This is an optimization exercise on Yosys and OpenROAD, whose aim is small area and a short achievable clock period, not a production implementation.
The RTL was checked by simulation tests, not by an equivalence proof against the original design.
Power and IR drop assume default switching activity.

==> flow/design.v <==
module user_logic
(
  Bus2IP_Clk,                      
  Bus2IP_Reset,                    
  Bus2IP_Data,                     
  Bus2IP_BE,                       
  Bus2IP_RdCE,                     
  Bus2IP_WrCE,                     
  IP2Bus_Data,                     
  IP2Bus_RdAck,                    
  IP2Bus_WrAck,                    
  IP2Bus_Error                     
);  
parameter C_SLV_DWIDTH                   = 32;
parameter C_NUM_REG                      = 3;
input                                     Bus2IP_Clk;
input                                     Bus2IP_Reset;
input      [0 : C_SLV_DWIDTH-1]           Bus2IP_Data;
input      [0 : C_SLV_DWIDTH/8-1]         Bus2IP_BE;
input      [0 : C_NUM_REG-1]              Bus2IP_RdCE;
input      [0 : C_NUM_REG-1]              Bus2IP_WrCE;
output     [0 : C_SLV_DWIDTH-1]           IP2Bus_Data;
output                                    IP2Bus_RdAck;
output                                    IP2Bus_WrAck;
output                                    IP2Bus_Error;
  reg        [0 : C_SLV_DWIDTH-1]           slv_reg0;
  reg        [0 : C_SLV_DWIDTH-1]           slv_reg1;
  reg        [0 : C_SLV_DWIDTH-1]           slv_reg2;
  wire       [0 : 2]                        slv_reg_write_sel;
  wire       [0 : 2]                        slv_reg_read_sel;
  reg        [0 : C_SLV_DWIDTH-1]           slv_ip2bus_data;
  wire                                      slv_read_ack;
  wire                                      slv_write_ack;
  integer                                   byte_index, bit_index;
	reg [0 : C_SLV_DWIDTH-1] tmp_reg;
	always @(posedge Bus2IP_Clk)
	  begin
	    if(Bus2IP_Reset == 1)
	      begin
		slv_reg2 <= 0;
		tmp_reg <= 0;
	      end
	    else
	      begin
		tmp_reg <= slv_reg0 * slv_reg1;
		slv_reg2 <= tmp_reg;
	      end
	  end
  assign
    slv_reg_write_sel = Bus2IP_WrCE[0:2],
    slv_reg_read_sel  = Bus2IP_RdCE[0:2],
    slv_write_ack     = Bus2IP_WrCE[0] || Bus2IP_WrCE[1] || Bus2IP_WrCE[2],
    slv_read_ack      = Bus2IP_RdCE[0] || Bus2IP_RdCE[1] || Bus2IP_RdCE[2];
  always @( posedge Bus2IP_Clk )
    begin: SLAVE_REG_WRITE_PROC
      if ( Bus2IP_Reset == 1 )
        begin
          slv_reg0 <= 0;
          slv_reg1 <= 0;
        end
      else
        case ( slv_reg_write_sel )
          3'b100 :
            for ( byte_index = 0; byte_index <= (C_SLV_DWIDTH/8)-1; byte_index = byte_index+1 )
              if ( Bus2IP_BE[byte_index] == 1 )
                for ( bit_index = byte_index*8; bit_index <= byte_index*8+7; bit_index = bit_index+1 )
                  slv_reg0[bit_index] <= Bus2IP_Data[bit_index];
          3'b010 :
            for ( byte_index = 0; byte_index <= (C_SLV_DWIDTH/8)-1; byte_index = byte_index+1 )
              if ( Bus2IP_BE[byte_index] == 1 )
                for ( bit_index = byte_index*8; bit_index <= byte_index*8+7; bit_index = bit_index+1 )
                  slv_reg1[bit_index] <= Bus2IP_Data[bit_index];
          default : ;
        endcase
    end  
  always @( slv_reg_read_sel or slv_reg0 or slv_reg1 or slv_reg2 )
    begin: SLAVE_REG_READ_PROC
      case ( slv_reg_read_sel )
        3'b100 : slv_ip2bus_data <= slv_reg0;
        3'b010 : slv_ip2bus_data <= slv_reg1;
        3'b001 : slv_ip2bus_data <= slv_reg2;
        default : slv_ip2bus_data <= 0;
      endcase
    end  
  assign IP2Bus_Data    = slv_ip2bus_data;
  assign IP2Bus_WrAck   = slv_write_ack;
  assign IP2Bus_RdAck   = slv_read_ack;
  assign IP2Bus_Error   = 0;
endmodule
==> flow/run.sh <==
#!/bin/bash
# synth_recipe.tcl (not shown) runs the flow's synth.tcl, then flattens the netlist and writes it again
# the make line also repeats each setting of config.mk as NAME=value (left out here)
make -C /OpenROAD-flow-scripts/flow DESIGN_CONFIG=/design/flow/config.mk WORK_HOME=/design/flow/orfs CLKGATE_MAP_FILE= SYNTH_SCRIPT=/design/flow/synth_recipe.tcl finish
==> flow/config.mk <==
export PLATFORM = sky130hd
export DESIGN_NAME = user_logic
export DESIGN_NICKNAME = user_logic
export VERILOG_FILES = /design/flow/design.v
export SDC_FILE = /design/flow/constraint.sdc
export NUM_CORES = 4
export LEC_CHECK = 0
export CAP_MARGIN = 20
export CORE_MARGIN = 2
export CORE_UTILIZATION = 40
export SLEW_MARGIN = 20
==> flow/constraint.sdc <==
create_clock -name core_clock -period 8.0 [get_ports {Bus2IP_Clk}]
set_input_delay 1.6000 -clock core_clock [delete_from_list [all_inputs] [get_ports {Bus2IP_Clk}]]
set_output_delay 1.6000 -clock core_clock [all_outputs]
set_load 0.01 [all_outputs]
==> summary.md <==
| Metric | Value |
|---|---|
| Post-CTS setup repair buffer count | 0 |
| Share of layout cells above drive strength 1 | 0.0497 |
| Async SR Flop Fraction | 0 |
| Yosys reg bits | 128 |
| Sequential Power Share | 0.394 |
| Worst setup SP type | register |
| Max FO, Critical Path | 13 |
| PortBufs | 77 |
| CTS-repair resized insts | 0 |
| Die W | 229 um |
| RSZ-0062 raised after global routing | false |
| Sequential fraction of the synthesis area | 0.126 |
| Max frequency | 130 MHz |
| Clock power frac | 0.514 |
| Overflow after GRT | 0 |
| DPL Wire Length | 49.5 mm |
| DRT iter0 DRCs | 1185 |
| Post-synth EDFFs | 0 |
| Critical Path End Type | register |
| Routing usage on met1 | 0.344 |
| PD cells | 76.1 mW/mm^2 |
| GRT met3 Usage | 0.0372 |
| Routed len/inst | 20.8 um |
| Synth unique cells | 53 |
| Reg-to-reg endpoint | tmp_reg[0]$_SDFF_PP0_ |
| Design Power | 1.72 mW |
| Run status | timing/DRC/antenna clean |
| Logic pwr share | 0.092 |
| Worst VDD drop | 153 uV |
| Post-layout util | 0.451 |
| WP data required | 8.35 ns |
| CTS H-Tree Depth | 4 |
| I/O pin count | 79 |
| Post-Syn Area | 0.0203 sq mm |
| Critical path data arrival time | 8.06 ns |
| Worst R2R Start | slv_reg0[23]$_SDFFE_PP0P_ |
| DR vias | 15600 |
| Clk buf depth | 2 |
| Setup tns final | 0 ns |
| Synthesized Nets | 2887 |
| Clk Latency, worst-skew pair | 0.44 ns |
| Antenna Nets Post-Route | 0 |
| Leakage Power | 10.5 nW |
| Clock Skew | 0.00734 ns |
| Final hold violation count | 0 |
| ANT cells | 0 |
| Hold crit path type | reg -> reg |
| Tmin final | 7.71 ns |
| Syn. warnings | 1 |
| Rel. slew slack | 0.258 |
| Die Y | 229 um |
| Num CTS Buffers | 17 |
| Post-synthesis area per instance | 8.76 sq um |
| Final WL | 62.8 mm |
| Die area | 0.0525 sq mm |
| Initial core utilization | 0.405 |
| Root buffer cell | clkbuf_16 |
| Initial antenna violation count | 2 |
| Grt peak-use layer | met2 |
| Leading area contributor after synthesis | fa_1 |
| Post-Place Setup Slack | 0.394 ns |
| Vias in the first global route | 17200 |
| Min-Delay Startpoint | tmp_reg[16]$_SDFF_PP0_ |
| Switching part of the total power | 0.266 |
| Internal power | 1.26 mW |
| Max-cap violations | 0 |
| Worst Setup Path Type | reg -> reg |
| Minimum hold slack | 0.436 ns |
| Residual DRC | 0 |
| Hold endpoint | slv_reg2[16]$_SDFF_PP0_ |
| Initial DRT Pass Iterations | 6 |
| Core area | 0.0501 sq mm |
| Post-route cell area | 0.0226 sq mm |
| Placer Congestion | 1.02 |
| Synth top area cells | fa_1 (40%), dfxtp_1 (13%), nand2_1 (8.1%), and2_1 (8.0%), ha_1 (7.6%) |
| Inst Count DP | 2995 |
| Clock slew seen by the registers of the worst setup and hold paths | 0.07 ns |
| NumNets Final | 2917 |
| Period utilization | 0.963 |
| Switching Power | 0.456 mW |
| Total track usage | 0.249 |
| Post-route setup slack | 0.292 ns |
| Hold Path Depth | 1 |
| Sink Count | 128 |
| Area share of the largest cell type after synthesis | 0.403 |
| Measured slew at the worst slew-check pin | 1.11 ns |
| Main synth FF type | dfxtp_1 |
| Reg2reg setup slack | 0.29 ns |
| Syn Inst Count | 2312 |
| Cell Area, Placed | 0.0219 sq mm |
| Leading cell type in the layout, fill and taps excluded | nand2_1 |
| TritonCTS clock tree | yes |
| Setup-failing EPs final | 0 |
| M2 GR Usage | 0.399 |
| Slew Limit Fails | 0 |
| Most frequent cells in the layout | nand2_1 (438), fa_1 (408), inv_1 (406) |
| Vias per inst | 5.15 |
| Cell row count | 82 |
| Worst reg2reg path depth | 23 |
| First-pass GRT wire length | 99.6 mm |
| # hold bufs at CTS | 0 |
| Non-Filler Instances | 3027 |
| Layout area overhead | 11.4% |
| Largest net degree at the start of global routing | 102 |
==> logic make-up (layout without fill, tap and decap cells) <==
kind of cell / after synthesis / after routing / share of synthesized area
adder cells (fa/ha/maj): 531 / 531 / 0.479
other: 1 / 1 / 0.000185
XOR/XNOR: 81 / 81 / 0.0361
multiplexers: 10 / 10 / 0.00506
flip-flops: 128 / 128 / 0.126
AO/OA/AOI/OAI: 194 / 194 / 0.0575
buffers and inverters: 547 / 590 / 0.103
AND/OR/NAND/NOR: 820 / 820 / 0.193
==> power groups by stage <==
| stage | combinational [mW] | sequential, mW | clock (mW) |
|---|---|---|---|
| final | 0.158 | 0.677 | 0.884 |
| after CTS | 0.156 | 0.675 | 0.888 |
| after global routing | 0.168 | 0.676 | 0.916 |
| after detailed placement | 0.154 | 0.689 | 0 |
| after global placement | 0.153 | 0.689 | 0 |
| after floorplan | 0.0835 | 0.666 | 0 |
==> worst max-delay path, stage by stage (launching register included) <==
cell	delay, ns
dfxtp_1	0.89
buf_4	0.29
nand2_1	0.08
fa_1	0.43
inv_1	0.08
fa_1	0.43
fa_1	0.52
inv_1	0.05
fa_1	0.48
inv_1	0.06
fa_1	0.50
inv_1	0.05
fa_1	0.56
inv_1	0.06
fa_1	0.50
fa_1	0.45
ha_1	0.40
nand3_1	0.19
nor3_1	0.27
and4_1	0.29
nor2_2	0.09
o211a_1	0.26
or4_1	0.51
a21oi_1	0.15
==> synthesized netlist by cell type (all sizes together), types with 2 or more instances <==
cell	instances
o211ai	4
dfxtp	128
a2111oi	2
and2	259
o21ai	42
nand2	438
ha	123
a22oi	32
a21o	11
inv	406
mux2	2
or3	3
xor2	23
a211oi	3
o31ai	4
nor2	44
and3	5
nand3	8
nor2b	43
nand2b	2
nor3	8
clkbuf	134
fa	408
mux2i	8
buf	6
xnor2	57
nor3b	2
nand4	3
a21boi	2
o21bai	3
a21oi	81
nor4	2
==> metal layers <==
| metal | vias up | routed length [um] |
|---|---|---|
| li1 | 6917 | - |
| met4 | 0 | 2020 |
| met5 | - | 0 |
| met1 | 7963 | 27400 |
| met2 | 610 | 28600 |
| met3 | 111 | 4820 |
==> worst max path at each step <==
stage                              startpoint                    end  slack, ns  cells after the start
floorplan           slv_reg0[18]$_SDFFE_PP0P_  tmp_reg[0]$_SDFF_PP0_       1.15                     24
global route        slv_reg0[26]$_SDFFE_PP0P_  tmp_reg[1]$_SDFF_PP0_       0.12                     22
CTS                 slv_reg1[27]$_SDFFE_PP0P_  tmp_reg[2]$_SDFF_PP0_       0.38                     21
detailed placement  slv_reg1[27]$_SDFFE_PP0P_  tmp_reg[2]$_SDFF_PP0_       0.39                     21
global placement    slv_reg1[27]$_SDFFE_PP0P_  tmp_reg[2]$_SDFF_PP0_       0.45                     21
finish              slv_reg0[23]$_SDFFE_PP0P_  tmp_reg[0]$_SDFF_PP0_       0.29                     23
==> area by class of cell <==
type | count | area [sq um]
Sequential cell | 128 | 2560
Multi-Input combinational cell | 1637 | 15600
Timing Repair Buffer | 152 | 1360
Clock inverter | 15 | 231
Inverter | 406 | 1520
Tap cell | 672 | 841
Fill cell | 4964 | 27500
Clock buffer | 17 | 425

==> re-timing with driven ports <==
In the flow no input, the clock included, has a driving cell. The finished layout below was timed again as built, in two steps.
Step 1 sets driving cells, clkbuf_16 on the clock port and buf_2 on the other inputs (assumed; they add their load-dependent delay and slew).
Step 2 also shifts input and output timing later by t, the mid clock arrival at the registers, as if the neighbouring blocks saw the same clock.
a / b / c = ideal / step 1 / step 2; a / b = the first two.
shift t [ns]: 0.490
slack for setup (ns): 0.292 / 0.292 / 0.292
pins driven straight from the clock port: 1
After both steps this run still meets setup and hold. The setup slack of this run moves by 0.000 ns with the drivers and by 0.000 ns with both steps.
